Source: an optimization exercise on an open RTL-to-GDS flow (aim: small area and a short achievable clock period). Production flows keep margins and buffers that such runs may drop. The RTL was checked by simulation tests, not by an equivalence proof against the original design.

<file path="flow/standard.sh">
#!/bin/bash
# synth_recipe.tcl (not shown) runs the flow's synth.tcl, then flattens the netlist and writes it again
# the make line also repeats each setting of config.mk as NAME=value (left out here)
make -C /OpenROAD-flow-scripts/flow DESIGN_CONFIG=/design/flow/config.mk WORK_HOME=/design/flow/orfs CLKGATE_MAP_FILE= SYNTH_SCRIPT=/design/flow/synth_recipe.tcl "${@:-finish}"
</file>
<file path="flow/config.mk">
export PLATFORM = sky130hd
export DESIGN_NAME = matrix_multiplier
export DESIGN_NICKNAME = matrix_multiplier
export VERILOG_FILES = /design/flow/design.v
export SDC_FILE = /design/flow/constraint.sdc
export NUM_CORES = 4
export LEC_CHECK = 0
export CAP_MARGIN = 20
export CORE_MARGIN = 2
export CORE_UTILIZATION = 50
export CTS_BUF_LIST = sky130_fd_sc_hd__clkbuf_8
export CTS_CLUSTER_DIAMETER = 60
export CTS_CLUSTER_SIZE = 20
export PLACE_DENSITY = 0.7
export SLEW_MARGIN = 20
export SYNTH_HIERARCHICAL = 1
export SYNTH_MINIMUM_KEEP_SIZE = 0
</file>
<file path="flow/design.v">
module matrix_multiplier (
    input clk,
    input reset,
    input start,
    input [7:0] in,
    output reg [15:0] o,
    output reg done
);
    reg [4:0] cnt;
    wire busy = cnt != 5'd0;
    wire [7:0] in_n = ~in;    
    reg [7:0] r0 [0:2];
    reg [7:0] r1 [0:2];
    reg [7:0] r2 [0:2];
    wire load_b0 = cnt >= 5'd10 && cnt <= 5'd12;
    wire load_b1 = cnt >= 5'd13 && cnt <= 5'd15;
    wire load_b2 = cnt >= 5'd16 && cnt <= 5'd18;
    always @(posedge clk) begin
        r0[0] <= load_b0 ? in_n : r0[2];
        r1[0] <= load_b1 ? in_n : r1[2];
        r2[0] <= load_b2 ? in_n : r2[2];
        r0[1] <= r0[0]; r0[2] <= r0[1];
        r1[1] <= r1[0]; r1[2] <= r1[1];
        r2[1] <= r2[0]; r2[2] <= r2[1];
    end
    reg [7:0] a0 [0:2];
    always @(posedge clk)
        if (cnt == 5'd1 || cnt == 5'd4 || cnt == 5'd7 || cnt == 5'd20 || cnt == 5'd23) begin
            a0[0] <= a0[1]; a0[1] <= a0[2]; a0[2] <= in_n;
        end
    reg [7:0] a1 [0:2];
    always @(posedge clk)
        if (cnt == 5'd2 || cnt == 5'd5 || cnt == 5'd8 || cnt == 5'd21 || cnt == 5'd24) begin
            a1[0] <= a1[1]; a1[1] <= a1[2]; a1[2] <= in_n;
        end
    reg [7:0] a2 [0:2];
    always @(posedge clk)
        if (cnt == 5'd3 || cnt == 5'd6 || cnt == 5'd9 || cnt == 5'd22 || cnt == 5'd25) begin
            a2[0] <= a2[1]; a2[1] <= a2[2]; a2[2] <= in_n;
        end
    wire [7:0] ha0 = a0[0];           
    wire [7:0] b0 = r0[1];            
    wire [7:0] ha1 = a1[0];           
    wire [7:0] b1 = r1[2];            
    wire [7:0] ha2 = a2[0];           
    wire [7:0] b2 = r2[0];            
    wire s0_1, s0_2;
    fadd u_s0_1 (~(ha0[0] | b0[5]), ~(ha0[1] | b0[4]), ~(ha0[2] | b0[3]), s0_1, s0_2);
    wire s0_3, s0_4;
    fadd u_s0_3 (~(ha0[0] | b0[6]), ~(ha0[1] | b0[5]), ~(ha0[2] | b0[4]), s0_3, s0_4);
    wire s0_5, s0_6;
    fadd u_s0_5 (~(ha0[0] | b0[7]), ~(ha0[1] | b0[6]), ~(ha0[2] | b0[5]), s0_5, s0_6);
    wire s0_7, s0_8;
    fadd u_s0_7 (~(ha0[3] | b0[4]), ~(ha0[4] | b0[3]), ~(ha0[5] | b0[2]), s0_7, s0_8);
    wire s0_9, s0_10;
    fadd u_s0_9 (~(ha0[1] | b0[7]), ~(ha0[2] | b0[6]), ~(ha0[3] | b0[5]), s0_9, s0_10);
    wire s0_11, s0_12;
    fadd u_s0_11 (~(ha0[4] | b0[4]), ~(ha0[5] | b0[3]), ~(ha0[6] | b0[2]), s0_11, s0_12);
    wire s0_13, s0_14;
    fadd u_s0_13 (~(ha0[2] | b0[7]), ~(ha0[3] | b0[6]), ~(ha0[4] | b0[5]), s0_13, s0_14);
    wire s0_15, s0_16;
    fadd u_s0_15 (~(ha0[5] | b0[4]), ~(ha0[6] | b0[3]), ~(ha0[7] | b0[2]), s0_15, s0_16);
    wire s0_17, s0_18;
    fadd u_s0_17 (~(ha0[3] | b0[7]), ~(ha0[4] | b0[6]), ~(ha0[5] | b0[5]), s0_17, s0_18);
    wire s0_19, s0_20;
    fadd u_s0_19 (~(ha0[0] | b0[3]), ~(ha0[1] | b0[2]), ~(ha0[2] | b0[1]), s0_19, s0_20);
    wire s0_21, s0_22;
    fadd u_s0_21 (~(ha0[0] | b0[4]), ~(ha0[1] | b0[3]), ~(ha0[2] | b0[2]), s0_21, s0_22);
    wire s0_23 = ~(ha0[3] | b0[1]) ^ ~(ha0[4] | b0[0]);
    wire s0_24 = ~(ha0[3] | b0[1]) & ~(ha0[4] | b0[0]);
    wire s0_25, s0_26;
    fadd u_s0_25 (~(ha0[3] | b0[2]), ~(ha0[4] | b0[1]), ~(ha0[5] | b0[0]), s0_25, s0_26);
    wire s0_27, s0_28;
    fadd u_s0_27 (~(ha0[3] | b0[3]), ~(ha0[4] | b0[2]), ~(ha0[5] | b0[1]), s0_27, s0_28);
    wire s0_29, s0_30;
    fadd u_s0_29 (~(ha0[6] | b0[1]), ~(ha0[7] | b0[0]), s0_4, s0_29, s0_30);
    wire s0_31 = s0_5 ^ s0_7;
    wire s0_32 = s0_5 & s0_7;
    wire s0_33, s0_34;
    fadd u_s0_33 (~(ha0[7] | b0[1]), s0_6, s0_8, s0_33, s0_34);
    wire s0_35 = s0_9 ^ s0_11;
    wire s0_36 = s0_9 & s0_11;
    wire s0_37, s0_38;
    fadd u_s0_37 (s0_10, s0_12, s0_13, s0_37, s0_38);
    wire s0_39, s0_40;
    fadd u_s0_39 (~(ha0[6] | b0[4]), ~(ha0[7] | b0[3]), s0_14, s0_39, s0_40);
    wire s0_41, s0_42;
    fadd u_s0_41 (~(ha0[0] | b0[2]), ~(ha0[1] | b0[1]), ~(ha0[2] | b0[0]), s0_41, s0_42);
    wire s0_43, s0_44;
    fadd u_s0_43 (s0_23, s0_20, s0_21, s0_43, s0_44);
    wire s0_45, s0_46;
    fadd u_s0_45 (s0_24, s0_22, s0_25, s0_45, s0_46);
    wire s0_47, s0_48;
    fadd u_s0_47 (~(ha0[6] | b0[0]), s0_26, s0_2, s0_47, s0_48);
    wire s0_49 = s0_27 ^ s0_3;
    wire s0_50 = s0_27 & s0_3;
    wire s0_51, s0_52;
    fadd u_s0_51 (s0_28, s0_31, s0_29, s0_51, s0_52);
    wire s0_53, s0_54;
    fadd u_s0_53 (s0_32, s0_35, s0_30, s0_53, s0_54);
    wire s0_55, s0_56;
    fadd u_s0_55 (s0_15, s0_36, s0_34, s0_55, s0_56);
    wire s0_57, s0_58;
    fadd u_s0_57 (s0_16, s0_17, s0_39, s0_57, s0_58);
    wire s0_59, s0_60;
    fadd u_s0_59 (~(ha0[4] | b0[7]), ~(ha0[5] | b0[6]), ~(ha0[6] | b0[5]), s0_59, s0_60);
    wire s0_61, s0_62;
    fadd u_s0_61 (~(ha0[7] | b0[4]), s0_18, s0_40, s0_61, s0_62);
    wire s0_63, s0_64;
    fadd u_s0_63 (~(ha0[5] | b0[7]), ~(ha0[6] | b0[6]), ~(ha0[7] | b0[5]), s0_63, s0_64);
    wire s0_65, s0_66;
    fadd u_s0_65 (~(ha0[3] | b0[0]), s0_42, s0_19, s0_65, s0_66);
    wire s0_67, s0_68;
    fadd u_s0_67 (s0_1, s0_44, s0_45, s0_67, s0_68);
    wire s0_69, s0_70;
    fadd u_s0_69 (s0_49, s0_46, s0_47, s0_69, s0_70);
    wire s0_71, s0_72;
    fadd u_s0_71 (s0_50, s0_48, s0_51, s0_71, s0_72);
    wire s0_73, s0_74;
    fadd u_s0_73 (s0_33, s0_52, s0_53, s0_73, s0_74);
    wire s0_75, s0_76;
    fadd u_s0_75 (s0_37, s0_54, s0_55, s0_75, s0_76);
    wire s0_77, s0_78;
    fadd u_s0_77 (s0_38, s0_56, s0_57, s0_77, s0_78);
    wire s0_79, s0_80;
    fadd u_s0_79 (s0_59, s0_61, s0_58, s0_79, s0_80);
    wire s0_81, s0_82;
    fadd u_s0_81 (s0_60, s0_63, s0_62, s0_81, s0_82);
    wire s0_83, s0_84;
    fadd u_s0_83 (~(ha0[6] | b0[7]), ~(ha0[7] | b0[6]), s0_64, s0_83, s0_84);
    reg q0_s0, q0_s1, q0_c1, q0_s2, q0_s3, q0_s4, q0_c4, q0_s5, q0_s6, q0_c6, q0_s7, q0_c7, q0_s8, q0_c8, q0_s9, q0_c9, q0_s10, q0_c10, q0_s11, q0_c11, q0_s12, q0_c12, q0_s13, q0_c13, q0_s14, q0_c14;
    always @(posedge clk) begin
        q0_s0 <= ~(ha0[0] | b0[0]);
        q0_s1 <= ~(ha0[0] | b0[1]);
        q0_c1 <= ~(ha0[1] | b0[0]);
        q0_s2 <= s0_41;
        q0_s3 <= s0_65;
        q0_s4 <= s0_66;
        q0_c4 <= s0_43;
        q0_s5 <= s0_67;
        q0_s6 <= s0_68;
        q0_c6 <= s0_69;
        q0_s7 <= s0_70;
        q0_c7 <= s0_71;
        q0_s8 <= s0_72;
        q0_c8 <= s0_73;
        q0_s9 <= s0_74;
        q0_c9 <= s0_75;
        q0_s10 <= s0_76;
        q0_c10 <= s0_77;
        q0_s11 <= s0_78;
        q0_c11 <= s0_79;
        q0_s12 <= s0_80;
        q0_c12 <= s0_81;
        q0_s13 <= s0_82;
        q0_c13 <= s0_83;
        q0_s14 <= s0_84;
        q0_c14 <= ~(ha0[7] | b0[7]);
    end
    wire s1_1, s1_2;
    fadd u_s1_1 (q0_s3, ~(ha1[0] | b1[3]), ~(ha1[1] | b1[2]), s1_1, s1_2);
    wire s1_3, s1_4;
    fadd u_s1_3 (q0_s4, q0_c4, ~(ha1[0] | b1[4]), s1_3, s1_4);
    wire s1_5, s1_6;
    fadd u_s1_5 (~(ha1[1] | b1[3]), ~(ha1[2] | b1[2]), ~(ha1[3] | b1[1]), s1_5, s1_6);
    wire s1_7, s1_8;
    fadd u_s1_7 (q0_s5, ~(ha1[0] | b1[5]), ~(ha1[1] | b1[4]), s1_7, s1_8);
    wire s1_9, s1_10;
    fadd u_s1_9 (~(ha1[2] | b1[3]), ~(ha1[3] | b1[2]), ~(ha1[4] | b1[1]), s1_9, s1_10);
    wire s1_11, s1_12;
    fadd u_s1_11 (q0_s6, q0_c6, ~(ha1[0] | b1[6]), s1_11, s1_12);
    wire s1_13, s1_14;
    fadd u_s1_13 (~(ha1[1] | b1[5]), ~(ha1[2] | b1[4]), ~(ha1[3] | b1[3]), s1_13, s1_14);
    wire s1_15, s1_16;
    fadd u_s1_15 (~(ha1[4] | b1[2]), ~(ha1[5] | b1[1]), ~(ha1[6] | b1[0]), s1_15, s1_16);
    wire s1_17, s1_18;
    fadd u_s1_17 (q0_s7, q0_c7, ~(ha1[0] | b1[7]), s1_17, s1_18);
    wire s1_19, s1_20;
    fadd u_s1_19 (~(ha1[1] | b1[6]), ~(ha1[2] | b1[5]), ~(ha1[3] | b1[4]), s1_19, s1_20);
    wire s1_21, s1_22;
    fadd u_s1_21 (~(ha1[4] | b1[3]), ~(ha1[5] | b1[2]), ~(ha1[6] | b1[1]), s1_21, s1_22);
    wire s1_23, s1_24;
    fadd u_s1_23 (q0_s8, q0_c8, ~(ha1[1] | b1[7]), s1_23, s1_24);
    wire s1_25, s1_26;
    fadd u_s1_25 (~(ha1[2] | b1[6]), ~(ha1[3] | b1[5]), ~(ha1[4] | b1[4]), s1_25, s1_26);
    wire s1_27, s1_28;
    fadd u_s1_27 (~(ha1[5] | b1[3]), ~(ha1[6] | b1[2]), ~(ha1[7] | b1[1]), s1_27, s1_28);
    wire s1_29, s1_30;
    fadd u_s1_29 (q0_s9, q0_c9, ~(ha1[2] | b1[7]), s1_29, s1_30);
    wire s1_31, s1_32;
    fadd u_s1_31 (~(ha1[3] | b1[6]), ~(ha1[4] | b1[5]), ~(ha1[5] | b1[4]), s1_31, s1_32);
    wire s1_33 = ~(ha1[6] | b1[3]) ^ ~(ha1[7] | b1[2]);
    wire s1_34 = ~(ha1[6] | b1[3]) & ~(ha1[7] | b1[2]);
    wire s1_35, s1_36;
    fadd u_s1_35 (q0_s10, q0_c10, ~(ha1[3] | b1[7]), s1_35, s1_36);
    wire s1_37, s1_38;
    fadd u_s1_37 (~(ha1[4] | b1[6]), ~(ha1[5] | b1[5]), ~(ha1[6] | b1[4]), s1_37, s1_38);
    wire s1_39, s1_40;
    fadd u_s1_39 (q0_s11, q0_c11, ~(ha1[4] | b1[7]), s1_39, s1_40);
    wire s1_41, s1_42;
    fadd u_s1_41 (~(ha1[5] | b1[6]), ~(ha1[6] | b1[5]), ~(ha1[7] | b1[4]), s1_41, s1_42);
    wire s1_43, s1_44;
    fadd u_s1_43 (q0_s1, q0_c1, ~(ha1[0] | b1[1]), s1_43, s1_44);
    wire s1_45, s1_46;
    fadd u_s1_45 (q0_s2, ~(ha1[0] | b1[2]), ~(ha1[1] | b1[1]), s1_45, s1_46);
    wire s1_47, s1_48;
    fadd u_s1_47 (~(ha1[2] | b1[1]), ~(ha1[3] | b1[0]), s1_1, s1_47, s1_48);
    wire s1_49, s1_50;
    fadd u_s1_49 (~(ha1[4] | b1[0]), s1_2, s1_3, s1_49, s1_50);
    wire s1_51, s1_52;
    fadd u_s1_51 (~(ha1[5] | b1[0]), s1_4, s1_6, s1_51, s1_52);
    wire s1_53, s1_54;
    fadd u_s1_53 (s1_8, s1_10, s1_11, s1_53, s1_54);
    wire s1_55, s1_56;
    fadd u_s1_55 (~(ha1[7] | b1[0]), s1_12, s1_14, s1_55, s1_56);
    wire s1_57, s1_58;
    fadd u_s1_57 (s1_16, s1_17, s1_19, s1_57, s1_58);
    wire s1_59, s1_60;
    fadd u_s1_59 (s1_18, s1_20, s1_22, s1_59, s1_60);
    wire s1_61, s1_62;
    fadd u_s1_61 (s1_23, s1_25, s1_27, s1_61, s1_62);
    wire s1_63, s1_64;
    fadd u_s1_63 (s1_33, s1_24, s1_26, s1_63, s1_64);
    wire s1_65, s1_66;
    fadd u_s1_65 (s1_28, s1_29, s1_31, s1_65, s1_66);
    wire s1_67, s1_68;
    fadd u_s1_67 (~(ha1[7] | b1[3]), s1_34, s1_30, s1_67, s1_68);
    wire s1_69, s1_70;
    fadd u_s1_69 (s1_32, s1_35, s1_37, s1_69, s1_70);
    wire s1_71, s1_72;
    fadd u_s1_71 (s1_36, s1_38, s1_39, s1_71, s1_72);
    wire s1_73, s1_74;
    fadd u_s1_73 (q0_s12, q0_c12, ~(ha1[5] | b1[7]), s1_73, s1_74);
    wire s1_75, s1_76;
    fadd u_s1_75 (~(ha1[6] | b1[6]), ~(ha1[7] | b1[5]), s1_40, s1_75, s1_76);
    wire s1_77, s1_78;
    fadd u_s1_77 (q0_s13, q0_c13, ~(ha1[6] | b1[7]), s1_77, s1_78);
    wire s1_79, s1_80;
    fadd u_s1_79 (~(ha1[2] | b1[0]), s1_44, s1_45, s1_79, s1_80);
    wire s1_81, s1_82;
    fadd u_s1_81 (s1_5, s1_48, s1_49, s1_81, s1_82);
    wire s1_83, s1_84;
    fadd u_s1_83 (s1_7, s1_9, s1_50, s1_83, s1_84);
    wire s1_85, s1_86;
    fadd u_s1_85 (s1_13, s1_15, s1_52, s1_85, s1_86);
    wire s1_87, s1_88;
    fadd u_s1_87 (s1_21, s1_54, s1_55, s1_87, s1_88);
    wire s1_89, s1_90;
    fadd u_s1_89 (s1_56, s1_58, s1_59, s1_89, s1_90);
    wire s1_91, s1_92;
    fadd u_s1_91 (s1_60, s1_63, s1_62, s1_91, s1_92);
    wire s1_93, s1_94;
    fadd u_s1_93 (s1_64, s1_67, s1_66, s1_93, s1_94);
    wire s1_95, s1_96;
    fadd u_s1_95 (s1_41, s1_68, s1_70, s1_95, s1_96);
    wire s1_97, s1_98;
    fadd u_s1_97 (s1_42, s1_73, s1_75, s1_97, s1_98);
    wire s1_99, s1_100;
    fadd u_s1_99 (~(ha1[7] | b1[6]), s1_74, s1_77, s1_99, s1_100);
    wire s1_101, s1_102;
    fadd u_s1_101 (q0_s14, q0_c14, ~(ha1[7] | b1[7]), s1_101, s1_102);
    wire s1_103, s1_104;
    fadd u_s1_103 (s1_46, s1_80, s1_47, s1_103, s1_104);
    wire s1_105, s1_106;
    fadd u_s1_105 (s1_51, s1_82, s1_83, s1_105, s1_106);
    wire s1_107, s1_108;
    fadd u_s1_107 (s1_53, s1_84, s1_85, s1_107, s1_108);
    wire s1_109, s1_110;
    fadd u_s1_109 (s1_57, s1_86, s1_87, s1_109, s1_110);
    wire s1_111, s1_112;
    fadd u_s1_111 (s1_61, s1_88, s1_89, s1_111, s1_112);
    wire s1_113, s1_114;
    fadd u_s1_113 (s1_65, s1_90, s1_91, s1_113, s1_114);
    wire s1_115, s1_116;
    fadd u_s1_115 (s1_69, s1_92, s1_93, s1_115, s1_116);
    wire s1_117, s1_118;
    fadd u_s1_117 (s1_71, s1_94, s1_95, s1_117, s1_118);
    wire s1_119, s1_120;
    fadd u_s1_119 (s1_72, s1_96, s1_97, s1_119, s1_120);
    wire s1_121, s1_122;
    fadd u_s1_121 (s1_76, s1_99, s1_98, s1_121, s1_122);
    wire s1_123, s1_124;
    fadd u_s1_123 (s1_78, s1_101, s1_100, s1_123, s1_124);
    wire s1_125 = s1_124 ^ s1_102;
    reg q1_s0, q1_c0, q1_s1, q1_c1, q1_s2, q1_s3, q1_s4, q1_c4, q1_s5, q1_s6, q1_c6, q1_s7, q1_c7, q1_s8, q1_c8, q1_s9, q1_c9, q1_s10, q1_c10, q1_s11, q1_c11, q1_s12, q1_c12, q1_s13, q1_c13, q1_s14, q1_c14, q1_s15;
    always @(posedge clk) begin
        q1_s0 <= q0_s0;
        q1_c0 <= ~(ha1[0] | b1[0]);
        q1_s1 <= ~(ha1[1] | b1[0]);
        q1_c1 <= s1_43;
        q1_s2 <= s1_79;
        q1_s3 <= s1_103;
        q1_s4 <= s1_104;
        q1_c4 <= s1_81;
        q1_s5 <= s1_105;
        q1_s6 <= s1_106;
        q1_c6 <= s1_107;
        q1_s7 <= s1_108;
        q1_c7 <= s1_109;
        q1_s8 <= s1_110;
        q1_c8 <= s1_111;
        q1_s9 <= s1_112;
        q1_c9 <= s1_113;
        q1_s10 <= s1_114;
        q1_c10 <= s1_115;
        q1_s11 <= s1_116;
        q1_c11 <= s1_117;
        q1_s12 <= s1_118;
        q1_c12 <= s1_119;
        q1_s13 <= s1_120;
        q1_c13 <= s1_121;
        q1_s14 <= s1_122;
        q1_c14 <= s1_123;
        q1_s15 <= s1_125;
    end
    wire s2_1, s2_2;
    fadd u_s2_1 (q1_s3, ~(ha2[0] | b2[3]), ~(ha2[1] | b2[2]), s2_1, s2_2);
    wire s2_3, s2_4;
    fadd u_s2_3 (q1_s4, q1_c4, ~(ha2[0] | b2[4]), s2_3, s2_4);
    wire s2_5, s2_6;
    fadd u_s2_5 (q1_s5, ~(ha2[0] | b2[5]), ~(ha2[1] | b2[4]), s2_5, s2_6);
    wire s2_7, s2_8;
    fadd u_s2_7 (q1_s6, q1_c6, ~(ha2[0] | b2[6]), s2_7, s2_8);
    wire s2_9, s2_10;
    fadd u_s2_9 (~(ha2[1] | b2[5]), ~(ha2[2] | b2[4]), ~(ha2[3] | b2[3]), s2_9, s2_10);
    wire s2_11, s2_12;
    fadd u_s2_11 (~(ha2[4] | b2[2]), ~(ha2[5] | b2[1]), ~(ha2[6] | b2[0]), s2_11, s2_12);
    wire s2_13, s2_14;
    fadd u_s2_13 (q1_s7, q1_c7, ~(ha2[0] | b2[7]), s2_13, s2_14);
    wire s2_15, s2_16;
    fadd u_s2_15 (~(ha2[1] | b2[6]), ~(ha2[2] | b2[5]), ~(ha2[3] | b2[4]), s2_15, s2_16);
    wire s2_17, s2_18;
    fadd u_s2_17 (~(ha2[4] | b2[3]), ~(ha2[5] | b2[2]), ~(ha2[6] | b2[1]), s2_17, s2_18);
    wire s2_19, s2_20;
    fadd u_s2_19 (q1_s8, q1_c8, ~(ha2[1] | b2[7]), s2_19, s2_20);
    wire s2_21, s2_22;
    fadd u_s2_21 (~(ha2[2] | b2[6]), ~(ha2[3] | b2[5]), ~(ha2[4] | b2[4]), s2_21, s2_22);
    wire s2_23, s2_24;
    fadd u_s2_23 (~(ha2[5] | b2[3]), ~(ha2[6] | b2[2]), ~(ha2[7] | b2[1]), s2_23, s2_24);
    wire s2_25, s2_26;
    fadd u_s2_25 (q1_s9, q1_c9, ~(ha2[2] | b2[7]), s2_25, s2_26);
    wire s2_27, s2_28;
    fadd u_s2_27 (~(ha2[3] | b2[6]), ~(ha2[4] | b2[5]), ~(ha2[5] | b2[4]), s2_27, s2_28);
    wire s2_29 = ~(ha2[6] | b2[3]) ^ ~(ha2[7] | b2[2]);
    wire s2_30 = ~(ha2[6] | b2[3]) & ~(ha2[7] | b2[2]);
    wire s2_31, s2_32;
    fadd u_s2_31 (q1_s10, q1_c10, ~(ha2[3] | b2[7]), s2_31, s2_32);
    wire s2_33, s2_34;
    fadd u_s2_33 (~(ha2[4] | b2[6]), ~(ha2[5] | b2[5]), ~(ha2[6] | b2[4]), s2_33, s2_34);
    wire s2_35, s2_36;
    fadd u_s2_35 (q1_s11, q1_c11, ~(ha2[4] | b2[7]), s2_35, s2_36);
    wire s2_37, s2_38;
    fadd u_s2_37 (q1_s1, q1_c1, ~(ha2[0] | b2[1]), s2_37, s2_38);
    wire s2_39, s2_40;
    fadd u_s2_39 (q1_s2, ~(ha2[0] | b2[2]), ~(ha2[1] | b2[1]), s2_39, s2_40);
    wire s2_41, s2_42;
    fadd u_s2_41 (~(ha2[2] | b2[1]), ~(ha2[3] | b2[0]), s2_1, s2_41, s2_42);
    wire s2_43, s2_44;
    fadd u_s2_43 (~(ha2[1] | b2[3]), ~(ha2[2] | b2[2]), ~(ha2[3] | b2[1]), s2_43, s2_44);
    wire s2_45, s2_46;
    fadd u_s2_45 (~(ha2[4] | b2[0]), s2_2, s2_3, s2_45, s2_46);
    wire s2_47, s2_48;
    fadd u_s2_47 (~(ha2[2] | b2[3]), ~(ha2[3] | b2[2]), ~(ha2[4] | b2[1]), s2_47, s2_48);
    wire s2_49, s2_50;
    fadd u_s2_49 (~(ha2[5] | b2[0]), s2_4, s2_5, s2_49, s2_50);
    wire s2_51, s2_52;
    fadd u_s2_51 (s2_6, s2_7, s2_9, s2_51, s2_52);
    wire s2_53, s2_54;
    fadd u_s2_53 (~(ha2[7] | b2[0]), s2_8, s2_10, s2_53, s2_54);
    wire s2_55, s2_56;
    fadd u_s2_55 (s2_12, s2_13, s2_15, s2_55, s2_56);
    wire s2_57, s2_58;
    fadd u_s2_57 (s2_14, s2_16, s2_18, s2_57, s2_58);
    wire s2_59, s2_60;
    fadd u_s2_59 (s2_19, s2_21, s2_23, s2_59, s2_60);
    wire s2_61, s2_62;
    fadd u_s2_61 (s2_29, s2_20, s2_22, s2_61, s2_62);
    wire s2_63, s2_64;
    fadd u_s2_63 (s2_24, s2_25, s2_27, s2_63, s2_64);
    wire s2_65, s2_66;
    fadd u_s2_65 (~(ha2[7] | b2[3]), s2_30, s2_26, s2_65, s2_66);
    wire s2_67, s2_68;
    fadd u_s2_67 (s2_28, s2_31, s2_33, s2_67, s2_68);
    wire s2_69, s2_70;
    fadd u_s2_69 (~(ha2[5] | b2[6]), ~(ha2[6] | b2[5]), ~(ha2[7] | b2[4]), s2_69, s2_70);
    wire s2_71, s2_72;
    fadd u_s2_71 (s2_32, s2_34, s2_35, s2_71, s2_72);
    wire s2_73, s2_74;
    fadd u_s2_73 (q1_s12, q1_c12, ~(ha2[5] | b2[7]), s2_73, s2_74);
    wire s2_75, s2_76;
    fadd u_s2_75 (~(ha2[6] | b2[6]), ~(ha2[7] | b2[5]), s2_36, s2_75, s2_76);
    wire s2_77, s2_78;
    fadd u_s2_77 (q1_s13, q1_c13, ~(ha2[6] | b2[7]), s2_77, s2_78);
    wire s2_79, s2_80;
    fadd u_s2_79 (q1_s14, q1_c14, ~(ha2[7] | b2[7]), s2_79, s2_80);
    wire s2_81, s2_82;
    fadd u_s2_81 (~(ha2[2] | b2[0]), s2_38, s2_39, s2_81, s2_82);
    wire s2_83, s2_84;
    fadd u_s2_83 (s2_43, s2_42, s2_45, s2_83, s2_84);
    wire s2_85, s2_86;
    fadd u_s2_85 (s2_44, s2_47, s2_46, s2_85, s2_86);
    wire s2_87, s2_88;
    fadd u_s2_87 (s2_48, s2_11, s2_50, s2_87, s2_88);
    wire s2_89, s2_90;
    fadd u_s2_89 (s2_17, s2_53, s2_52, s2_89, s2_90);
    wire s2_91, s2_92;
    fadd u_s2_91 (s2_54, s2_56, s2_57, s2_91, s2_92);
    wire s2_93, s2_94;
    fadd u_s2_93 (s2_58, s2_61, s2_60, s2_93, s2_94);
    wire s2_95, s2_96;
    fadd u_s2_95 (s2_62, s2_65, s2_64, s2_95, s2_96);
    wire s2_97, s2_98;
    fadd u_s2_97 (s2_69, s2_66, s2_68, s2_97, s2_98);
    wire s2_99, s2_100;
    fadd u_s2_99 (s2_70, s2_73, s2_75, s2_99, s2_100);
    wire s2_101, s2_102;
    fadd u_s2_101 (~(ha2[7] | b2[6]), s2_74, s2_77, s2_101, s2_102);
    wire s2_103, s2_104;
    fadd u_s2_103 (q1_s0, q1_c0, ~(ha2[0] | b2[0]), s2_103, s2_104);
    wire s2_105 = ~(ha2[1] | b2[0]) ^ s2_37;
    wire s2_106 = ~(ha2[1] | b2[0]) & s2_37;
    wire s2_107, s2_108;
    fadd u_s2_107 (s2_40, s2_82, s2_41, s2_107, s2_108);
    wire s2_109, s2_110;
    fadd u_s2_109 (s2_49, s2_84, s2_85, s2_109, s2_110);
    wire s2_111, s2_112;
    fadd u_s2_111 (s2_51, s2_86, s2_87, s2_111, s2_112);
    wire s2_113, s2_114;
    fadd u_s2_113 (s2_55, s2_88, s2_89, s2_113, s2_114);
    wire s2_115, s2_116;
    fadd u_s2_115 (s2_59, s2_90, s2_91, s2_115, s2_116);
    wire s2_117, s2_118;
    fadd u_s2_117 (s2_63, s2_92, s2_93, s2_117, s2_118);
    wire s2_119, s2_120;
    fadd u_s2_119 (s2_67, s2_94, s2_95, s2_119, s2_120);
    wire s2_121, s2_122;
    fadd u_s2_121 (s2_71, s2_96, s2_97, s2_121, s2_122);
    wire s2_123, s2_124;
    fadd u_s2_123 (s2_72, s2_98, s2_99, s2_123, s2_124);
    wire s2_125, s2_126;
    fadd u_s2_125 (s2_76, s2_101, s2_100, s2_125, s2_126);
    wire s2_127, s2_128;
    fadd u_s2_127 (s2_78, s2_79, s2_102, s2_127, s2_128);
    wire s2_129 = q1_s15 ^ s2_80;
    wire s2_130 = s2_128 ^ s2_129;
    reg q2_s0, q2_s1, q2_c1, q2_s2, q2_c2, q2_s3, q2_s4, q2_c4, q2_s5, q2_s6, q2_c6, q2_s7, q2_c7, q2_s8, q2_c8, q2_s9, q2_c9, q2_s10, q2_c10, q2_s11, q2_c11, q2_s12, q2_c12, q2_s13, q2_c13, q2_s14, q2_c14, q2_s15;
    always @(posedge clk) begin
        q2_s0 <= s2_103;
        q2_s1 <= s2_104;
        q2_c1 <= s2_105;
        q2_s2 <= s2_106;
        q2_c2 <= s2_81;
        q2_s3 <= s2_107;
        q2_s4 <= s2_108;
        q2_c4 <= s2_83;
        q2_s5 <= s2_109;
        q2_s6 <= s2_110;
        q2_c6 <= s2_111;
        q2_s7 <= s2_112;
        q2_c7 <= s2_113;
        q2_s8 <= s2_114;
        q2_c8 <= s2_115;
        q2_s9 <= s2_116;
        q2_c9 <= s2_117;
        q2_s10 <= s2_118;
        q2_c10 <= s2_119;
        q2_s11 <= s2_120;
        q2_c11 <= s2_121;
        q2_s12 <= s2_122;
        q2_c12 <= s2_123;
        q2_s13 <= s2_124;
        q2_c13 <= s2_125;
        q2_s14 <= s2_126;
        q2_c14 <= s2_127;
        q2_s15 <= s2_130;
    end
    wire [15:0] sum_s = {q2_s15, q2_s14, q2_s13, q2_s12, q2_s11, q2_s10, q2_s9, q2_s8, q2_s7, q2_s6, q2_s5, q2_s4, q2_s3, q2_s2, q2_s1, q2_s0};
    wire [15:0] sum_c = {1'b0, q2_c14, q2_c13, q2_c12, q2_c11, q2_c10, q2_c9, q2_c8, q2_c7, q2_c6, 1'b0, q2_c4, 1'b0, q2_c2, q2_c1, 1'b0};
    wire [15:0] sum = sum_s + sum_c;
    wire valid = cnt >= 5'd21 && cnt <= 5'd29;
    always @(posedge clk or posedge reset) begin
        if (reset) begin
            cnt  <= 5'd0;
            o    <= 16'd0;
            done <= 1'b0;
        end else begin
            o    <= valid ? sum : 16'd0;
            done <= cnt == 5'd29 || cnt == 5'd30;
            if (cnt == 5'd30)
                cnt <= 5'd0;
            else if (busy || start)
                cnt <= cnt + 5'd1;
        end
    end
endmodule
module fadd (input a, input b, input c, output s, output co);
    assign s  = a ^ b ^ c;
    assign co = (a & b) | (a & c) | (b & c);
endmodule
</file>
<file path="flow/flow/run.sh">
#!/bin/bash
# The standard layout flow with these changes in how the layout is made (the
# clock period and the constraints stay the design's): the ports are buffered
# with buf_2 cells, and clock tree synthesis adds no dummy loads. The make
# output goes to standard.log; each ORFS step keeps its own log under orfs/logs.
set -euo pipefail
bash standard.sh SETUP_SLACK_MARGIN=5 \
    "BUFFER_PORTS_ARGS=-buffer_cell sky130_fd_sc_hd__buf_2" \
    "CTS_ARGS=-sink_clustering_enable -repair_clock_nets -dont_use_dummy_load -buf_list sky130_fd_sc_hd__clkbuf_8 -sink_clustering_size 20 -sink_clustering_max_diameter 60" \
    finish > standard.log 2>&1
</file>
<file path="flow/constraint.sdc">
create_clock -name core_clock -period 8.0 [get_ports {clk}]
set_input_delay 1.6000 -clock core_clock [delete_from_list [all_inputs] [get_ports {clk}]]
set_output_delay 1.6000 -clock core_clock [all_outputs]
set_load 0.01 [all_outputs]
</file>
==> results of run 1 <==
Yosys cell counts (3+ instances only):
library cell | count | area (um^2)
nor2_1 | 210 | 788
fa_1 | 162 | 3240
dfxtp_1 | 154 | 3080
edfxtp_1 | 72 | 2160
clkbuf_1 | 51 | 191
nand2_1 | 37 | 139
o21ai_0 | 31 | 155
ha_1 | 24 | 300
dfrtp_1 | 22 | 551
inv_1 | 16 | 60.1
a21oi_1 | 11 | 55.1
xnor2_1 | 8 | 70.1
buf_2 | 6 | 30.0
nor3_1 | 6 | 30.0
a211oi_1 | 5 | 37.5
xor2_1 | 5 | 43.8
and2_1 | 3 | 18.8
Yosys stat by module (local to each module, per instance):
module | flip-flops and latches | times used
matrix_multiplier | 248 | 1
fadd | 0 | 161
final timing paths:
kind                               startpoint                 end  slack, ps  depth (start not counted)
setup reg to reg           a2[0][4]$_DFFE_PP_       q2_c9$_DFF_P_       5270                          5
hold reg to reg              r2[1][3]$_DFF_P_    r2[2][3]$_DFF_P_        330                          0
min in group asynchronous               reset  cnt[0]$_DFFE_PP0P_       1220                          2
hold / removal               r2[1][3]$_DFF_P_    r2[2][3]$_DFF_P_        330                          0
setup / recovery           a2[0][4]$_DFFE_PP_       q2_c9$_DFF_P_       5270                          5
max in group asynchronous               reset     o[12]$_DFF_PP0_       6240                          2
per-layer routing:
layer  up-vias  track usage [%]  routed length (um)
met5         -                0                   0
met4         0             4.45                 376
met3        36             2.72                 921
met2       149             28.8                9200
met1      3052             24.1                8950
li1       2734                -                   -
kinds of logic after synthesis:
group                    share of synthesized area (%)
buffers and inverters                             2.71
multiplexers                                     0.176
flip-flops                                        51.0
adder cells (fa/ha/maj)                           31.2
AO/OA/AOI/OAI                                     4.18
AND/OR/NAND/NOR                                   9.69
XOR/XNOR                                          1.00
worst register-to-register path, stage by stage (launching register included):
cell and delay [ps]:
edfxtp_1 550, nor2_1 200, fa_1 470, fa_1 440
fa_1 520, fa_1 420
flip-flops by register name, indices dropped and copies added, names as in the netlist, 5 cells and up:
name / cells
r2: 24
a0: 24
cnt: 5
a1: 24
o: 16
r0: 24
a2: 24
r1: 24
cell type report:
class / instances / area, um^2 / share of cell area [%]
Inverter: 16 / 60.1 / 0.505
Sequential cell: 248 / 5800 / 48.7
Multi-Input combinational cell: 544 / 5270 / 44.3
Clock buffer: 18 / 248 / 2.08
Tap cell: 285 / 357 / 3.00
Timing Repair Buffer: 31 / 165 / 1.39
stage by stage:
step                      std cells
after floorplan                 868
after global placement         1124
after detailed placement       1124
after CTS                      1142
after global routing           1142
final                          1142
layout by cell type (no fill, tap or decap), types with 3 or more instances in the layout:
| cell | synthesis | layout |
|---|---|---|
| buf_2 | 6 | 27 |
| ha_1 | 24 | 24 |
| xnor2_1 | 8 | 8 |
| nand2_1 | 37 | 37 |
| dfrtp_1 | 22 | 22 |
| fa_1 | 162 | 162 |
| a21oi_1 | 11 | 11 |
| dfxtp_1 | 154 | 154 |
| inv_1 | 16 | 16 |
| xor2_1 | 5 | 5 |
| and2_1 | 3 | 3 |
| edfxtp_1 | 72 | 72 |
| a211oi_1 | 5 | 4 |
| clkbuf_8 | 0 | 18 |
| nor3_1 | 6 | 6 |
| buf_4 | 2 | 4 |
| o21ai_0 | 31 | 30 |
| nor2_1 | 210 | 210 |
==> impl_metrics.env, run 1 <==
export IMPL_setup_tns_ps=0
export IMPL_grt_overflow=0
export IMPL_dr_pass1_iters=5
export IMPL_layout_min_cycle_time_ps=2730
export IMPL_crit_path_end_kind="flip-flop"
export IMPL_synthArstFlopShare_pct=8.87
export IMPL_relSlewSlack_pct=44.8
export IMPL_cp_arrival_ps=3110
export IMPL_grt_pass1_vias=6332
export IMPL_stdcell_area_mm2=0.0119
export IMPL_run_status="complete, no violations"
export IMPL_setup_viol=0
export IMPL_fmax_mhz=366
export IMPL_rsz0062_at_grt="no"
export IMPL_hold_viol=0
export IMPL_crit_family="adder cells"
export IMPL_fin_skew_ps=36.6
export IMPL_initial_core_util_pct=50.6
export IMPL_ys_types=51
export IMPL_drc=0
export IMPL_wire_per_inst_um=17.0
export IMPL_viasPerCell=5.23
export IMPL_ys_ff_latch=248
export IMPL_worstMarginPinSlew_ps=827
export IMPL_avgSynthCellArea_um2=13.1
export IMPL_die_h_um=155
export IMPL_rows=55
export IMPL_critPathMaxFanout=8
export IMPL_drt_wl_total_um=19500
export IMPL_worstSetupStartpointType="flip-flop"
export IMPL_gp_congestion=0.871
export IMPL_antenna_found_initial=0
export IMPL_finalNetCount=1056
export IMPL_ys_flop_type="dfxtp_1"
export IMPL_design_die_area_mm2=0.0239
export IMPL_crit_top_cell="fa_1"
export IMPL_path_class="reg2reg"
export IMPL_syn_area_mm2=0.0114
export IMPL_post_place_ws_ps=5300
export IMPL_slew_violations=0
export IMPL_cts_resized=0
export IMPL_io_pins=28
export IMPL_antenna_cells=0
export IMPL_syn_to_final_growth_pct=4.79
export IMPL_n_fill_cell=1895
export IMPL_syn_nets=1065
export IMPL_synth_edf_count=72
export IMPL_post_cts_setup_buffer_count=0
export IMPL_critical_path_max_stage_delay_ps=550
export IMPL_drive_gt1_share_pct=7.35
export IMPL_grt_usage_pct=17.3
export IMPL_cap_violations=0
export IMPL_syn_inst=868
export IMPL_whs_ps=334
export IMPL_fin_util_pct=53.0
export IMPL_crit_chain="nor2_1 > fa_1 > fa_1 > fa_1 > fa_1"
export IMPL_drtIter0Drc=351
export IMPL_grt_max_degree=25
export IMPL_grt_pass1_wl_um=32800
export IMPL_clock_latency_ps=520
export IMPL_vias=5971
export IMPL_cts_root_buf="clkbuf_8"
export IMPL_synth_seq_area_share_pct=51.0
export IMPL_synth_yosys_warnings=13
export IMPL_clkTransAtPathRegs_ps=90
export IMPL_hpwl_um=14700
export IMPL_portBuffers=27
export IMPL_cts_buffers=18
export IMPL_tritoncts="built"
export IMPL_dpl_cell_area_mm2=0.0117
export IMPL_cp_slowest_cell="edfxtp_1"
export IMPL_design_core_area_mm2=0.0224
export IMPL_htreeDepth=1
export IMPL_ant_nets=0
export IMPL_required_ps=8380
export IMPL_cts_path_max_buffers=3
export IMPL_cts_sinks=248
export IMPL_fin_ws_ps=5270
export IMPL_finalCritPeriodShare_pct=34.2
export IMPL_hold_buffers=0
export IMPL_die_x_um=155
export IMPL_worstPathBufferInverterCount=0
export IMPL_hp_class="reg2reg"
==> run 2: changes to the inputs <==
--- a/flow/config.mk
+++ b/flow/config.mk
@@ -7,10 +7,11 @@
 export LEC_CHECK = 0
 export CAP_MARGIN = 20
 export CORE_MARGIN = 2
-export CORE_UTILIZATION = 50
+export CORE_UTILIZATION = 40
 export CTS_BUF_LIST = sky130_fd_sc_hd__clkbuf_8
 export CTS_CLUSTER_DIAMETER = 60
 export CTS_CLUSTER_SIZE = 20
+export GPL_ROUTABILITY_DRIVEN = 0
 export PLACE_DENSITY = 0.7
 export SLEW_MARGIN = 20
 export SYNTH_HIERARCHICAL = 1
==> run 2 against run 1 <==
Worst setup slack better by 5.9 ps. Clock-buffer cell count down 2. Cell area up 0.75%. Critical endpoint is now q1_c7$_DFF_P_. Via count up 0.45%. Area after synthesis unchanged. First-iteration DRC count up 1.4%. Critical path type unchanged.
==> impl_metrics.env, run 2 <==
export IMPL_synth_most_common_cell="nor2_1"
export IMPL_fmax_mhz=367
export IMPL_synth_top_area_share_pct=28.6
export IMPL_crit_path_end_kind="flip-flop"
export IMPL_design_die_area_mm2=0.0298
export IMPL_cp_slowest_cell="edfxtp_1"
export IMPL_synthArstFlopShare_pct=8.87
export IMPL_cts_root_buf="clkbuf_8"
export IMPL_cts_sinks=248
export IMPL_grt_usage_pct=13.9
export IMPL_tritoncts="built"
export IMPL_critical_path_max_stage_delay_ps=600
export IMPL_hold_buffers=0
export IMPL_initial_core_util_pct=40.8
export IMPL_antenna_found_initial=0
export IMPL_finalNetCount=1054
export IMPL_slew_violations=0
export IMPL_required_ps=8380
export IMPL_grt_pass1_vias=6343
export IMPL_crit_chain="nor2_1 > fa_1 > fa_1 > fa_1 > fa_1"
export IMPL_crit_family="adder cells"
export IMPL_fin_skew_ps=37.6
export IMPL_synth_seq_area_share_pct=51.0
export IMPL_synth_largest_area_cell="fa_1"
export IMPL_die_h_um=172
export IMPL_vias=5998
export IMPL_drc=0
export IMPL_min_path_cells=0
export IMPL_worstMarginPinSlew_ps=840
export IMPL_clkTransAtPathRegs_ps=110
export IMPL_drive_gt1_share_pct=7.13
export IMPL_grt_util_met3_pct=2.27
export IMPL_ys_ff_latch=248
export IMPL_syn_to_final_growth_pct=5.58
export IMPL_synth_area_leaders="fa_1 (29%), dfxtp_1 (27%), edfxtp_1 (19%), nor2_1 (6.9%), dfrtp_1 (4.8%)"
export IMPL_cts_buffers=16
export IMPL_reg2regPathDepth=5
export IMPL_cap_violations=0
export IMPL_cts_path_max_buffers=3
export IMPL_path_class="reg2reg"
export IMPL_worstPathBufferInverterCount=0
export IMPL_synth_common_cells="nor2_1 (210), fa_1 (162), dfxtp_1 (154), edfxtp_1 (72), clkbuf_1 (51)"
export IMPL_finalCritPeriodShare_pct=34.1
export IMPL_drtIter0Drc=356
export IMPL_cts_resized=0
export IMPL_final_common_cell="nor2_1"
export IMPL_synth_yosys_warnings=13
export IMPL_syn_area_mm2=0.0114
export IMPL_syn_inst=868
export IMPL_htreeDepth=1
export IMPL_ys_types=51
export IMPL_syn_nets=1065
export IMPL_grt_pass1_wl_um=32600
export IMPL_viasPerCell=4.86
export IMPL_cp_arrival_ps=3110
export IMPL_grt_overflow=0
export IMPL_antenna_cells=0
export IMPL_post_cts_setup_buffer_count=0
export IMPL_layout_min_cycle_time_ps=2730
export IMPL_design_core_area_mm2=0.0279
export IMPL_die_x_um=172
export IMPL_ant_nets=0
export IMPL_setup_tns_ps=0
export IMPL_rsz0062_at_grt="no"
export IMPL_avgSynthCellArea_um2=13.1
export IMPL_path_depth=5
export IMPL_ys_flop_type="dfxtp_1"
export IMPL_top_usage_layer="met2"
export IMPL_grt_use_met1_pct=19.1
export IMPL_critPathMaxFanout=8
export IMPL_hp_class="reg2reg"
export IMPL_drt_wl_total_um=19500
export IMPL_portBuffers=27
export IMPL_hpwl_um=14900
export IMPL_clock_latency_ps=520
export IMPL_grt_max_degree=25
export IMPL_use_met2_pct=23.2
export IMPL_final_cell_mix="nor2_1 (210), fa_1 (162), dfxtp_1 (154)"
export IMPL_wire_per_inst_um=15.8
export IMPL_relSlewSlack_pct=44.0
export IMPL_hold_viol=0
export IMPL_io_pins=28
export IMPL_crit_top_cell="fa_1"
export IMPL_rows=61
export IMPL_worstSetupStartpointType="flip-flop"
export IMPL_setup_viol=0
export IMPL_synth_edf_count=72
export IMPL_dr_pass1_iters=5
export IMPL_run_status="complete, no violations"
==> run 2: cell counts after synthesis <==
Identical to the previous run, type by type.
==> run 2: layout make-up <==
class | count | area [um^2]
Sequential cell | 248 | 5800
Tap cell | 378 | 473
Multi-Input combinational cell | 544 | 5270
Clock buffer | 16 | 220
Timing Repair Buffer | 31 | 165
Fill cell | 2522 | 15900
Inverter | 16 | 60.1
==> run 2: cells by family (layout without fill, tap and decap cells) <==
| kind of cell | after synthesis | after routing | share of synthesized area (%) |
|---|---|---|---|
| mux | 2 | 2 | 0.176 |
| simple gates | 272 | 272 | 9.69 |
| buf+inv | 76 | 63 | 2.71 |
| flops | 248 | 248 | 51.0 |
| fa+ha+maj | 186 | 186 | 31.2 |
| compound gates | 71 | 71 | 4.18 |
| xor+xnor | 13 | 13 | 1.00 |
==> run 2: through the flow <==
stage / utilization [%] / area (um^2) / setup slack (ps) / hold slack (ps) / std cells
floorplan: - / 11400 / 5410 / 310 / 868
CTS: 43.0 / 12000 / 5280 / 324 / 1233
finish: 43.0 / 12000 / 5270 / 325 / 1233
global route: 43.0 / 12000 / 5160 / 342 / 1233
global placement: 42.2 / 11800 / 5350 / 310 / 1217
detailed placement: 42.2 / 11800 / 5310 / 313 / 1217
==> run 2: final timing paths <==
path	from	endpoint	slack (ps)
max	a1[0][2]$_DFFE_PP_	q1_c7$_DFF_P_	5270
min	r0[0][0]$_DFF_P_	r0[1][0]$_DFF_P_	320
max reg2reg	a1[0][2]$_DFFE_PP_	q1_c7$_DFF_P_	5270
min reg2reg	r0[0][0]$_DFF_P_	r0[1][0]$_DFF_P_	320
max in group asynchronous	reset	o[14]$_DFF_PP0_	6220
min in group asynchronous	reset	done$_DFF_PP0_	1250
==> run 2: modules after synthesis, one instance, submodules excluded <==
| module | cells inside | copies in the design | flip-flops and latches | area [um^2] |
|---|---|---|---|---|
| fadd | 1 | 161 | 0 | 20.0 |
| matrix_multiplier | 707 | 1 | 248 | 8130 |
==> run 2: routing by layer <==
metal  vias to the layer above  routed length (um)
li1                       2731                   -
met1                      3072                9270
met2                       163                9100
met3                        32                 792
met4                         0                 377
met5                         -                   0
==> run 3: changes to the inputs <==
--- a/flow/config.mk
+++ b/flow/config.mk
@@ -12,7 +12,7 @@
 export CTS_CLUSTER_DIAMETER = 60
 export CTS_CLUSTER_SIZE = 20
 export GPL_ROUTABILITY_DRIVEN = 0
-export PLACE_DENSITY = 0.7
+export PLACE_DENSITY = 0.8
 export SLEW_MARGIN = 20
 export SYNTH_HIERARCHICAL = 1
 export SYNTH_MINIMUM_KEEP_SIZE = 0
==> run 3 against run 2 <==
Still clean. Die area is the same. Global-route usage grew 0.17 points. Cell area grew 0.12%. Largest cell class unchanged.
==> impl_metrics.env, run 3 <==
export IMPL_drive_gt1_share_pct=7.24
export IMPL_synth_largest_area_cell="fa_1"
export IMPL_clock_latency_ps=520
export IMPL_portBuffers=27
export IMPL_critPathMaxFanout=9
export IMPL_hold_start="r2[1][0]$_DFF_P_"
export IMPL_ys_ff_latch=248
export IMPL_fin_ws_ps=5260
export IMPL_grt_overflow=0
export IMPL_hold_viol=0
export IMPL_drtIter0Drc=513
export IMPL_n_fill_cell=2488
export IMPL_grt_pass1_vias=6415
export IMPL_io_pins=28
export IMPL_synthArstFlopShare_pct=8.87
export IMPL_hold_buffers=0
export IMPL_required_ps=8380
export IMPL_synth_seq_area_share_pct=51.0
export IMPL_drc=0
export IMPL_cts_sinks=248
export IMPL_ys_types=51
export IMPL_cap_violations=0
export IMPL_rsz0062_at_grt="no"
export IMPL_rrSetupSlack_ps=5260
export IMPL_die_h_um=172
export IMPL_cts_resized=0
export IMPL_synth_top_area_share_pct=28.6
export IMPL_fmax_mhz=365
export IMPL_syn_area_mm2=0.0114
export IMPL_syn_to_final_growth_pct=5.70
export IMPL_wire_per_inst_um=16.0
export IMPL_post_place_ws_ps=5310
export IMPL_drt_wl_total_um=19700
export IMPL_grt_usage_pct=14.1
export IMPL_clkTransAtPathRegs_ps=110
export IMPL_grt_pass1_wl_um=32800
export IMPL_worstSetupStartpointType="flip-flop"
export IMPL_viasPerCell=4.89
export IMPL_syn_inst=868
export IMPL_hp_class="reg2reg"
export IMPL_final_common_cell="nor2_1"
export IMPL_path_class="reg2reg"
export IMPL_synth_common_cells="nor2_1 (210), fa_1 (162), dfxtp_1 (154), edfxtp_1 (72), clkbuf_1 (51)"
export IMPL_worstMarginPinSlew_ps=813
export IMPL_avgSynthCellArea_um2=13.1
export IMPL_fin_skew_ps=32.7
export IMPL_finalNetCount=1055
export IMPL_cts_path_max_buffers=3
export IMPL_hold_path_endpoint="r2[2][0]$_DFF_P_"
export IMPL_hpwl_um=15000
export IMPL_layout_min_cycle_time_ps=2740
export IMPL_design_core_area_mm2=0.0279
export IMPL_reg2regPathDepth=5
export IMPL_syn_nets=1065
export IMPL_final_cell_mix="nor2_1 (210), fa_1 (162), dfxtp_1 (154)"
export IMPL_min_path_cells=0
export IMPL_setup_viol=0
export IMPL_antenna_found_initial=0
export IMPL_synth_edf_count=72
export IMPL_crit_path_end_kind="flip-flop"
export IMPL_antenna_cells=0
export IMPL_vias=6030
export IMPL_htreeDepth=1
export IMPL_synth_yosys_warnings=13
export IMPL_ys_flop_type="dfxtp_1"
export IMPL_cts_buffers=17
export IMPL_post_cts_setup_buffer_count=0
export IMPL_tritoncts="built"
export IMPL_slew_violations=0
export IMPL_synth_most_common_cell="nor2_1"
export IMPL_finalCritPeriodShare_pct=34.2
export IMPL_setup_tns_ps=0
export IMPL_dr_pass1_iters=5
export IMPL_cp_arrival_ps=3110
export IMPL_ant_nets=0
export IMPL_die_x_um=172
export IMPL_r2r_end="q2_c10$_DFF_P_"
export IMPL_relSlewSlack_pct=45.8
export IMPL_grt_max_degree=25
export IMPL_initial_core_util_pct=40.8
export IMPL_design_die_area_mm2=0.0298
export IMPL_r2r_start="r2[0][3]$_DFF_P_"
export IMPL_synth_area_leaders="fa_1 (29%), dfxtp_1 (27%), edfxtp_1 (19%), nor2_1 (6.9%), dfrtp_1 (4.8%)"
export IMPL_run_status="complete, no violations"
export IMPL_cts_root_buf="clkbuf_8"
export IMPL_rows=61
## run 3: cell count changes in the layout (fill, tap and decap cells not counted), sizes merged
cell	previous run	this run
buf	31	30
clkbuf	16	18
## run 3: modules after synthesis (local to each module, per instance)
module             cells inside  copies in the design  flops+latches  area [um^2]
matrix_multiplier           707                     1            248         8130
fadd                          1                   161              0         20.0
## run 3: logic make-up after synthesis
logic type / Yosys count / synth area share [%]
xor gates and xnor gates: 13 / 1.00
adders and majority gates: 186 / 31.2
buffers and inverters: 76 / 2.71
AOI/OAI and AO/OA: 71 / 4.18
and+or+nand+nor: 272 / 9.69
DFF: 248 / 51.0
muxes: 2 / 0.176
## run 3: worst max-delay path by stage
stage                                  start                 end  slack [ps]  cells after the start
after detailed placement  a1[0][2]$_DFFE_PP_       q1_c8$_DFF_P_        5310                      5
after floorplan           cnt[1]$_DFFE_PP0P_  a2[0][0]$_DFFE_PP_        5410                      6
after global routing      a1[0][2]$_DFFE_PP_       q1_c8$_DFF_P_        5170                      5
final                       r2[0][3]$_DFF_P_      q2_c10$_DFF_P_        5260                      5
after CTS                 a2[0][2]$_DFFE_PP_      q2_c11$_DFF_P_        5300                      5
after global placement    a1[0][2]$_DFFE_PP_       q1_c8$_DFF_P_        5370                      5
## run 3: critical path, stage by stage (launching register included)
cell and delay, ps:
dfxtp_1 590, nor2_1 140, fa_1 480, fa_1 460, fa_1 510, fa_1 400
## run 3: routing by layer
metal,vias up,global-route usage (%),share of wire [%]
met4,0,4.79,3.0
met1,2993,18.3,43
met2,240,23.1,47
li1,2742,-,-
met5,-,0,0
met3,55,3.50,6.9
## run 3: area by class of cell
type | instances | area (um^2) | area share [%]
inverters | 16 | 60.1 | 0.500
repair buffers | 31 | 165 | 1.38
flip-flops and latches | 248 | 5800 | 48.3
multi-input cells | 544 | 5270 | 43.9
well taps | 378 | 473 | 3.94
clock buffers | 17 | 234 | 1.95
## run 3: through the flow
stage,utilization [%],hold slack [ps],instance area (um^2),std cells
6_report,43.1,327,12000,1234
5_1_grt,43.1,317,12000,1234
4_1_cts,43.1,315,12000,1233
3_5_place_dp,42.2,312,11800,1216
3_3_place_gp,42.2,310,11800,1216
2_1_floorplan,-,310,11400,868
==> run 4: changes to the inputs <==
==> flow/flow/run.sh (replaced) <==
#!/bin/bash
# The standard layout flow with these changes in how the layout is made (the
# clock period and the constraints stay the design's): the ports are buffered
# with buf_1 cells, and clock tree synthesis adds no dummy loads. The make
# output goes to standard.log; each ORFS step keeps its own log under orfs/logs.
set -euo pipefail
bash standard.sh SETUP_SLACK_MARGIN=5 \
    "BUFFER_PORTS_ARGS=-buffer_cell sky130_fd_sc_hd__buf_1" \
    "CTS_ARGS=-sink_clustering_enable -repair_clock_nets -dont_use_dummy_load -buf_list sky130_fd_sc_hd__clkbuf_8 -sink_clustering_size 20 -sink_clustering_max_diameter 60" \
    finish > standard.log 2>&1
--- a/flow/config.mk
+++ b/flow/config.mk
@@ -12,7 +12,7 @@
 export CTS_CLUSTER_DIAMETER = 60
 export CTS_CLUSTER_SIZE = 20
 export GPL_ROUTABILITY_DRIVEN = 0
-export PLACE_DENSITY = 0.8
+export PLACE_DENSITY = 0.7
 export SLEW_MARGIN = 20
 export SYNTH_HIERARCHICAL = 1
 export SYNTH_MINIMUM_KEEP_SIZE = 0
==> run 4 against run 3 <==
Area after synthesis unchanged. Clock skew increased by 40 ps. Flip-flop and latch count unchanged. Critical path depth unchanged. Critical path type unchanged.
==> impl_metrics.env, run 4 <==
export IMPL_hold_viol=0
export IMPL_layout_min_cycle_time_ps=2700
export IMPL_relSlewSlack_pct=44.1
export IMPL_grt_pass1_wl_um=32700
export IMPL_synth_yosys_warnings=13
export IMPL_final_common_cell="nor2_1"
export IMPL_crit_path_end_kind="flip-flop"
export IMPL_avgSynthCellArea_um2=13.1
export IMPL_clkTransAtPathRegs_ps=120
export IMPL_portBuffers=27
export IMPL_whs_ps=309
export IMPL_ant_nets=0
export IMPL_cts_root_buf="clkbuf_8"
export IMPL_clock_latency_ps=520
export IMPL_reg2regPathDepth=5
export IMPL_syn_to_final_growth_pct=5.40
export IMPL_dr_pass1_iters=5
export IMPL_synth_top_area_share_pct=28.6
export IMPL_cts_buffers=17
export IMPL_synthAdderAreaFrac_pct=31.2
export IMPL_grt_usage_pct=14.0
export IMPL_run_status="complete, no violations"
export IMPL_worstMarginPinSlew_ps=838
export IMPL_worstSetupStartpointType="flip-flop"
export IMPL_required_ps=8410
export IMPL_synth_simple_area_share_pct=9.69
export IMPL_wire_per_inst_um=15.9
export IMPL_finalNetCount=1055
export IMPL_critPathMaxFanout=8
export IMPL_cp_arrival_ps=3110
export IMPL_synth_area_leaders="fa_1 (29%), dfxtp_1 (27%), edfxtp_1 (19%), nor2_1 (6.9%), dfrtp_1 (4.8%)"
export IMPL_slew_violations=0
export IMPL_r2r_end="q2_c9$_DFF_P_"
export IMPL_initial_core_util_pct=40.8
export IMPL_fin_skew_ps=72.9
export IMPL_ys_ff_latch=248
export IMPL_cp_slowest_cell="edfxtp_1"
export IMPL_grt_max_degree=25
export IMPL_die_h_um=172
export IMPL_viasPerCell=4.85
export IMPL_drive_gt1_share_pct=4.09
export IMPL_rrSetupSlack_ps=5300
export IMPL_synth_edf_count=72
export IMPL_hpwl_um=15000
export IMPL_grt_pass1_vias=6336
export IMPL_setup_viol=0
export IMPL_drt_wl_total_um=19600
export IMPL_synth_seq_area_share_pct=51.0
export IMPL_crit_top_cell="fa_1"
export IMPL_r2r_start="a2[0][2]$_DFFE_PP_"
export IMPL_fmax_mhz=370
export IMPL_final_cell_mix="nor2_1 (210), fa_1 (162), dfxtp_1 (154)"
export IMPL_crit_end="q2_c9$_DFF_P_"
export IMPL_design_core_area_mm2=0.0279
export IMPL_ys_flop_type="dfxtp_1"
export IMPL_finalCritPeriodShare_pct=33.8
export IMPL_critical_path_max_stage_delay_ps=560
export IMPL_setup_tns_ps=0
export IMPL_cts_path_max_buffers=3
export IMPL_synth_common_cells="nor2_1 (210), fa_1 (162), dfxtp_1 (154), edfxtp_1 (72), clkbuf_1 (51)"
export IMPL_synth_most_common_cell="nor2_1"
export IMPL_wl_met2_um=9060
export IMPL_grt_overflow=0
export IMPL_post_cts_setup_buffer_count=0
export IMPL_synth_largest_area_cell="fa_1"
export IMPL_io_pins=28
export IMPL_m1WireLength_um=9350
export IMPL_synthArstFlopShare_pct=8.87
export IMPL_die_x_um=172
export IMPL_hp_class="reg2reg"
export IMPL_crit_chain="nor2_1 > fa_1 > fa_1 > fa_1 > fa_1"
export IMPL_ys_types=51
export IMPL_drtIter0Drc=474
export IMPL_n_fill_cell=2513
export IMPL_highest_layer="met4"
export IMPL_synth_xor_area_share_pct=1.00
export IMPL_syn_area_mm2=0.0114
export IMPL_antenna_cells=0
export IMPL_cts_sinks=248
export IMPL_tritoncts="built"
export IMPL_rows=61
export IMPL_design_die_area_mm2=0.0298
export IMPL_synthMuxAreaShare_pct=0.176
export IMPL_fin_util_pct=43.0
export IMPL_multiInputGateArea_mm2=0.00527
export IMPL_cap_violations=0
export IMPL_synth_compound_area_share_pct=4.18
export IMPL_htreeDepth=1
export IMPL_wl_met3_um=857
export IMPL_rsz0062_at_grt="no"
export IMPL_seq_area_mm2=0.00580
export IMPL_vias=5981
export IMPL_crit_path_start="a2[0][2]$_DFFE_PP_"
export IMPL_cts_resized=0
export IMPL_syn_inst=868
export IMPL_drc=0
export IMPL_antenna_found_initial=0
export IMPL_path_class="reg2reg"
export IMPL_syn_nets=1065
export IMPL_synth_top_family_by_area="adder cells"
export IMPL_hold_buffers=0
## run 4: cell counts after synthesis
Identical to the previous run, type by type.
## run 4: cell type report
class	instances	share of cell area, %
repair buffers	31	1.10
multi-input cells	544	44.1
clock buffers	17	1.96
well taps	378	3.95
inverters	16	0.502
flip-flops and latches	248	48.4
## run 4: how the worst min path moves through the flow
| stage | startpoint | endpoint | slack, ps | cells after the start |
|---|---|---|---|---|
| 2_1_floorplan | q0_s0$_DFF_P_ | q1_s0$_DFF_P_ | 310 | 0 |
| 3_3_place_gp | r1[1][4]$_DFF_P_ | r1[2][4]$_DFF_P_ | 310 | 0 |
| 3_5_place_dp | r0[0][5]$_DFF_P_ | r0[1][5]$_DFF_P_ | 310 | 0 |
| 4_1_cts | r1[1][4]$_DFF_P_ | r1[2][4]$_DFF_P_ | 320 | 0 |
| 5_1_grt | r1[1][4]$_DFF_P_ | r1[2][4]$_DFF_P_ | 320 | 0 |
| 6_report | r1[1][4]$_DFF_P_ | r1[2][4]$_DFF_P_ | 310 | 0 |
## run 4: routing by layer
layer  global-route usage [%]  vias up
li1                         -     2743
met1                     19.7     3031
met2                     22.7      175
met3                     2.11       32
met4                     4.27        0
met5                        0        -
## run 4: worst max-delay path: cells and delay by family, from the launching register on
family	cells	cell delay [ps]
fa+ha+maj	4	1800
simple gates	1	230
flops	1	560
## run 4: metrics by stage
step | area [um^2] | cells | worst slack (ps)
after floorplan | 11400 | 868 | 5410
after global placement | 11700 | 1217 | 5350
after detailed placement | 11700 | 1217 | 5300
after CTS | 12000 | 1234 | 5290
after global routing | 12000 | 1234 | 5210
final | 12000 | 1234 | 5300
## run 4: cells by family (layout without fill, tap and decap cells)
group,after synthesis,in the layout
compound gates,71,71
xor+xnor,13,13
fa+ha+maj,186,186
buf+inv,76,64
flops,248,248
mux,2,2
simple gates,272,272
## run 4: modules after synthesis, one instance, submodules excluded
module | times used | cells inside | area [um^2] | flops+latches
matrix_multiplier | 1 | 707 | 8130 | 248
fadd | 161 | 1 | 20.0 | 0

## afterwards: timing with drivers on the ports
In the flow no input, the clock included, has a driving cell. The finished layouts below were timed again as built, in two steps. Step 1, drivers: a clkbuf_16 drives clk and a buf_2 each remaining input, both assumed. Step 2 adds t to the input delays and takes it off the output delays; t is the mean of the earliest and latest rising clock arrival at the registers after step 1. Input paths then give back, and output paths get back, about the clock's delay inside the block. Slacks: ideal / step 1 / step 2; pairs: ideal / step 1.
| run | t (ns) | setup slack, ns | worst setup path at the end | clock arrival spread, ns |
|---|---|---|---|---|
| run 1 | 0.552 | 5.267 / 5.267 / 5.267 | register to register | 0.037 / 0.037 |
| run 2 | 0.545 | 5.273 / 5.273 / 5.273 | register to register | 0.040 / 0.040 |
| run 3 | 0.557 | 5.261 / 5.261 / 5.261 | register to register | 0.044 / 0.045 |
| run 4 | 0.527 | 5.295 / 5.295 / 5.295 | register to register | 0.073 / 0.073 |
After both steps setup and hold are still met in every run listed.
